Background: an optimization exercise with open tools, aiming at small area, a short achievable clock period and few clock cycles per item. Do not read the settings as production practice. RTL that was checked went through simulation tests only; none was proved equivalent to the original.

## job 2518
==> flow/design.v (excerpt) <==
module logarithm #(
	parameter n = 16,
	parameter m = 24,
	parameter k = 5 ,
	parameter p = 24
) (
	input        clk  ,  
	input        reset,  
	input        start,
	input  [0:n] x    ,
	output [1:p] y    ,
	output       done
);
Size: roughly 1,300 cells after synthesis, ~46 flip-flops, about 45 I/O pins, ~11,000 sq um of cells after synthesis.
clock: 9.0 ns
lec_check: 0
cap_margin: 20
core_margin: 2
core_utilization: 40
setup_slack_margin: 4.1
slew_margin: 60
synth_hierarchical: 1
synth_minimum_keep_size: 0
standard.sh (not shown) runs the stock make flow with config.mk's settings and CLKGATE_MAP_FILE= SYNTH_SCRIPT=/design/flow/synth_recipe.tcl, a recipe that flattens the netlist after the stock synthesis.
==> flow/flow/run.sh <==
#!/bin/bash
# Standard layout, with the smallest buffer on the ports instead of the
# delay buffer that buffer_ports picks by default.
set -e
export BUFFER_PORTS_ARGS="-buffer_cell sky130_fd_sc_hd__buf_1"
bash standard.sh finish > standard_flow.log 2>&1
Testbench counts of job 2518, summed over its fixed seeds: cycles 36,800, items 1,600.
Edits applied to the flow inputs when going from job 2518 to job 8055:
--- a/flow/config.mk
+++ b/flow/config.mk
@@ -9,5 +9,5 @@
 export CORE_MARGIN = 2
 export CORE_UTILIZATION = 40
-export SETUP_SLACK_MARGIN = 4.1
+export SETUP_SLACK_MARGIN = 3.9
 export SLEW_MARGIN = 60
 export SYNTH_HIERARCHICAL = 1
- More vias were needed by job 8055 than by job 2518.
- Number of cells traversed by the worst register-to-register path in job 8055 vs job 2518: down 2
- The run showing the greater transition at the pin with the smallest max-transition slack is job 8055.
- Compared with job 2518, job 8055 shows a higher detailed-route vias per instance.
- [job 8055 vs job 2518] setup slack: lower in job 8055
- | hold slack | job 8055 vs job 2518 | 0.031 ns lower |
diff inputs: job 8055 => job 9677
--- a/flow/config.mk
+++ b/flow/config.mk
@@ -9,5 +9,5 @@
 export CORE_MARGIN = 2
 export CORE_UTILIZATION = 40
-export SETUP_SLACK_MARGIN = 3.9
+export SETUP_SLACK_MARGIN = 4.0
 export SLEW_MARGIN = 60
 export SYNTH_HIERARCHICAL = 1
==> run summary <==
Setup slack in job 9677 is larger than in job 8055. Looking at startpoint of the most critical setup path, the f[23] result is from job 8055; the f[22] one comes from job 9677. As far as met3 usage in global routing goes, job 8055 and job 9677 are indistinguishable; the numbers are identical. Routed wire length: job 9677 vs job 8055, no meaningful difference.

========
run A:
logarithm, a different RTL version from the one above (not shown whole).
Size: about 1100 cells after synthesis, about 49 flip-flops, ~0.010 sq mm of cells after synthesis.
Settings: LEC_CHECK=0, CAP_MARGIN=20, CORE_MARGIN=2, CORE_UTILIZATION=40, SETUP_SLACK_MARGIN=0, SLEW_MARGIN=20, SYNTH_HIERARCHICAL=1, SYNTH_MINIMUM_KEEP_SIZE=0; clock period 9.0 ns.
run.sh (not shown) runs the stock make flow with config.mk's settings and CLKGATE_MAP_FILE= SYNTH_SCRIPT=/design/flow/synth_recipe.tcl, a recipe that flattens the netlist after the stock synthesis.
Stock flow here: none of the scripts above is used.
Run A went all the way through the flow, and no timing, DRC or antenna check failed.
Setup changes, run A to run B
- SETUP_SLACK_MARGIN: 0 -> 4.5
Findings:
For final routed wire length divided by cell count, dividing the value from run B by the value from run A gives 1.17.
In run B, the post-route clock period utilization came out 9.0 points below the value in run A.
Between run B and run A, the total cell area at the placement stage figures differ only marginally.
On least setup slack across all paths after layout, run B does better than run A.
Run B against run A: logic depth of the worst setup path including buffers higher, met1 layer wirelength in the final routing higher, wire length higher, design area higher.
The inputs of run C differ from those of run B as listed below.
- SETUP_SLACK_MARGIN now 3, was 4.5
- SLEW_MARGIN now 60, was 20
### Flow results
Run C ended with every stage complete and zero timing, DRC or antenna violations. Run C vs. run B: transition at the pin with the smallest max-transition slack shows a reduction of 370 ps, final routed wirelength across all metal layers shrank by about 20%, final critical-path share of the clock period climbed 3.9 points.
--- input diff run C..run D ---
- SLEW_MARGIN: 60 -> 20
- SETUP_SLACK_MARGIN: 3 -> 3.5
[summary]
- Of run C and run D, the higher number of clock-tree buffers in the layout belongs to run C.
- Highest clock rate came out higher on run D than on run C.
Function was not checked in any run of this note: the RTL went through the layout flow alone.

========
Another version of the RTL of logarithm (not shown whole).
Size: ~1,100 cells after synthesis, roughly 49 flip-flops, roughly 45 I/O pins, about 11,000 µm² of cells after synthesis.
==> flow/config.mk <==
export PLATFORM = sky130hd
export DESIGN_NAME = logarithm
export DESIGN_NICKNAME = logarithm
export VERILOG_FILES = /design/flow/design.v
export SDC_FILE = /design/flow/constraint.sdc
export NUM_CORES = 4
export LEC_CHECK = 0
export CAP_MARGIN = 20
export CORE_MARGIN = 2
export CORE_UTILIZATION = 40
export SETUP_SLACK_MARGIN = 4
export SLEW_MARGIN = 60
export SYNTH_HIERARCHICAL = 1
export SYNTH_MINIMUM_KEEP_SIZE = 0
==> flow/constraint.sdc <==
create_clock -name core_clock -period 9.0 [get_ports {clk}]
set_input_delay 1.8000 -clock core_clock [delete_from_list [all_inputs] [get_ports {clk}]]
set_output_delay 1.8000 -clock core_clock [all_outputs]
set_load 0.01 [all_outputs]
Change:
Settings changed: SETUP_SLACK_MARGIN 4 to 3.
Outcome: Global-route usage drops by 3.6 points. Core utilization went down by 9.7 points. Clock skew is about the same.
No functional check of the RTL was part of any run of this note.

========
Another version of the RTL of logarithm (not shown whole).
For scale: ~1,300 cells after synthesis, about 46 flip-flops, roughly 45 I/O pins, ~11,000 um^2 of cells after synthesis.
==> flow/config.mk <==
export PLATFORM = sky130hd
export DESIGN_NAME = logarithm
export DESIGN_NICKNAME = logarithm
export VERILOG_FILES = /design/flow/design.v
export SDC_FILE = /design/flow/constraint.sdc
export NUM_CORES = 4
export LEC_CHECK = 0
export CAP_MARGIN = 50
export CORE_MARGIN = 2
export CORE_UTILIZATION = 40
export CTS_BUF_LIST = sky130_fd_sc_hd__clkbuf_4 sky130_fd_sc_hd__clkbuf_8
export SETUP_SLACK_MARGIN = 4.0
export SLEW_MARGIN = 60
export SYNTH_HIERARCHICAL = 1
export SYNTH_MINIMUM_KEEP_SIZE = 0
==> flow/constraint.sdc <==
create_clock -name core_clock -period 9.0 [get_ports {clk}]
set_input_delay 1.8000 -clock core_clock [delete_from_list [all_inputs] [get_ports {clk}]]
set_output_delay 1.8000 -clock core_clock [all_outputs]
set_load 0.01 [all_outputs]
standard.sh (not shown) runs the stock make flow with config.mk's settings and CLKGATE_MAP_FILE= SYNTH_SCRIPT=/design/flow/synth_recipe.tcl, a recipe that flattens the netlist after the stock synthesis.
Scripts as last shown in full above: flow/flow/run.sh
The first run ran to the end with no violations.
Testbench counts at the start, summed over its fixed seeds: cycles 36,800, items 1,600.
==> next run, changes <==
Settings changed: CAP_MARGIN 50 to 20, SETUP_SLACK_MARGIN 4.0 to 3.8.
Synthesized area stays the same. Maximum frequency fell by a few percent. Via count fell slightly. Cell count fell slightly. Wire length fell slightly.
==> next run, changes <==
Settings changed: CTS_BUF_LIST sky130_fd_sc_hd__clkbuf_4 sky130_fd_sc_hd__clkbuf_8 to unset, SETUP_SLACK_MARGIN 3.8 to 4.2.
What happened: Global-route usage came out higher by 0.17 points. Die area is unchanged. Setup slack is better by 0.18 ns. Sequential cell count stays the same. Non-clock buffer count came out higher by 71. Count of clock-buffer cells in the layout is unchanged.
==> next run, changes <==
Settings changed: SETUP_SLACK_MARGIN 4.2 to 4.0.
What happened: The changed run completed without violations; via count is lower by 5.3%; flip-flop and latch count stays the same; utilization is lower by 4.5 points; cell count fell by 3.8%.
==> next run, changes <==
Settings changed: CTS_BUF_LIST set to sky130_fd_sc_hd__clkbuf_4 sky130_fd_sc_hd__clkbuf_8, SLEW_MARGIN 60 to 80.
Global-route usage hardly moves. Core utilization rose by 2.7 points. Wire length rose by 5.2%. Synthesized cell count does not change. Worst setup slack got worse by 0.086 ns. Sequential share of layout area fell by 0.36 points. Final cell count came out higher by 1.8%.
==> next run, changes <==
Settings changed: CTS_BUF_LIST sky130_fd_sc_hd__clkbuf_4 sky130_fd_sc_hd__clkbuf_8 to sky130_fd_sc_hd__clkbuf_8 sky130_fd_sc_hd__clkbuf_16, SLEW_MARGIN 80 to 60.
Setup slack improves by 0.086 ns; clock skew goes up by 0.0030 ns; synthesized area does not change; critical path depth decreases by 2; final cell count is lower slightly.

==> static timing again, ports no longer ideal <==
The results above use ideal ports. As a check the final layouts listed here were re-extracted and re-timed, cells and wires unchanged.
Step 1 (the two cells are an assumption about what drives the block):
set clk [get_ports {clk}]
set_driving_cell -lib_cell sky130_fd_sc_hd__clkbuf_16 $clk
set_driving_cell -lib_cell sky130_fd_sc_hd__buf_2 [delete_from_list [all_inputs] $clk]
Step 2 moves the port delays by t, midway between the first and last clock arrival at a register: inputs arrive t later, outputs are due t later. That takes back most of the time a late clock gives input paths.
a / b / c = no drivers / after step 1 / after step 2; a / b = the first two.
run | shift t [ns] | slack for setup (ns) | worst setup path after step 2
job 2518 | 0.334 | 4.297 / 4.297 / 4.297 | register to register
job 8055 | 0.326 | 4.139 / 4.139 / 4.139 | register to register
job 9677 | 0.327 | 4.201 / 4.201 / 4.201 | register to register
run A | 0.329 | 2.696 / 2.696 / 2.696 | register to register
run B | 0.322 | 3.510 / 3.510 / 3.510 | register to register
run C | 0.329 | 3.159 / 3.159 / 3.159 | register to register
run D | 0.333 | 3.535 / 3.535 / 3.535 | register to register
the first run of note 3 | 0.337 | 3.734 / 3.734 / 3.734 | register to register
the second run of note 3 | 0.341 | 3.181 / 3.181 / 3.181 | register to register
the first run of note 4 | 0.345 | 4.242 / 4.242 / 4.242 | register to register
the second run of note 4 | 0.344 | 4.076 / 4.076 / 4.076 | register to register
the third run of note 4 | 0.339 | 4.255 / 4.255 / 4.255 | register to register
the fourth run of note 4 | 0.343 | 4.236 / 4.236 / 4.236 | register to register
the fifth run of note 4 | 0.357 | 4.149 / 4.149 / 4.149 | register to register
the sixth run of note 4 | 0.343 | 4.236 / 4.236 / 4.236 | register to register
After both steps setup and hold are still met in every run listed.
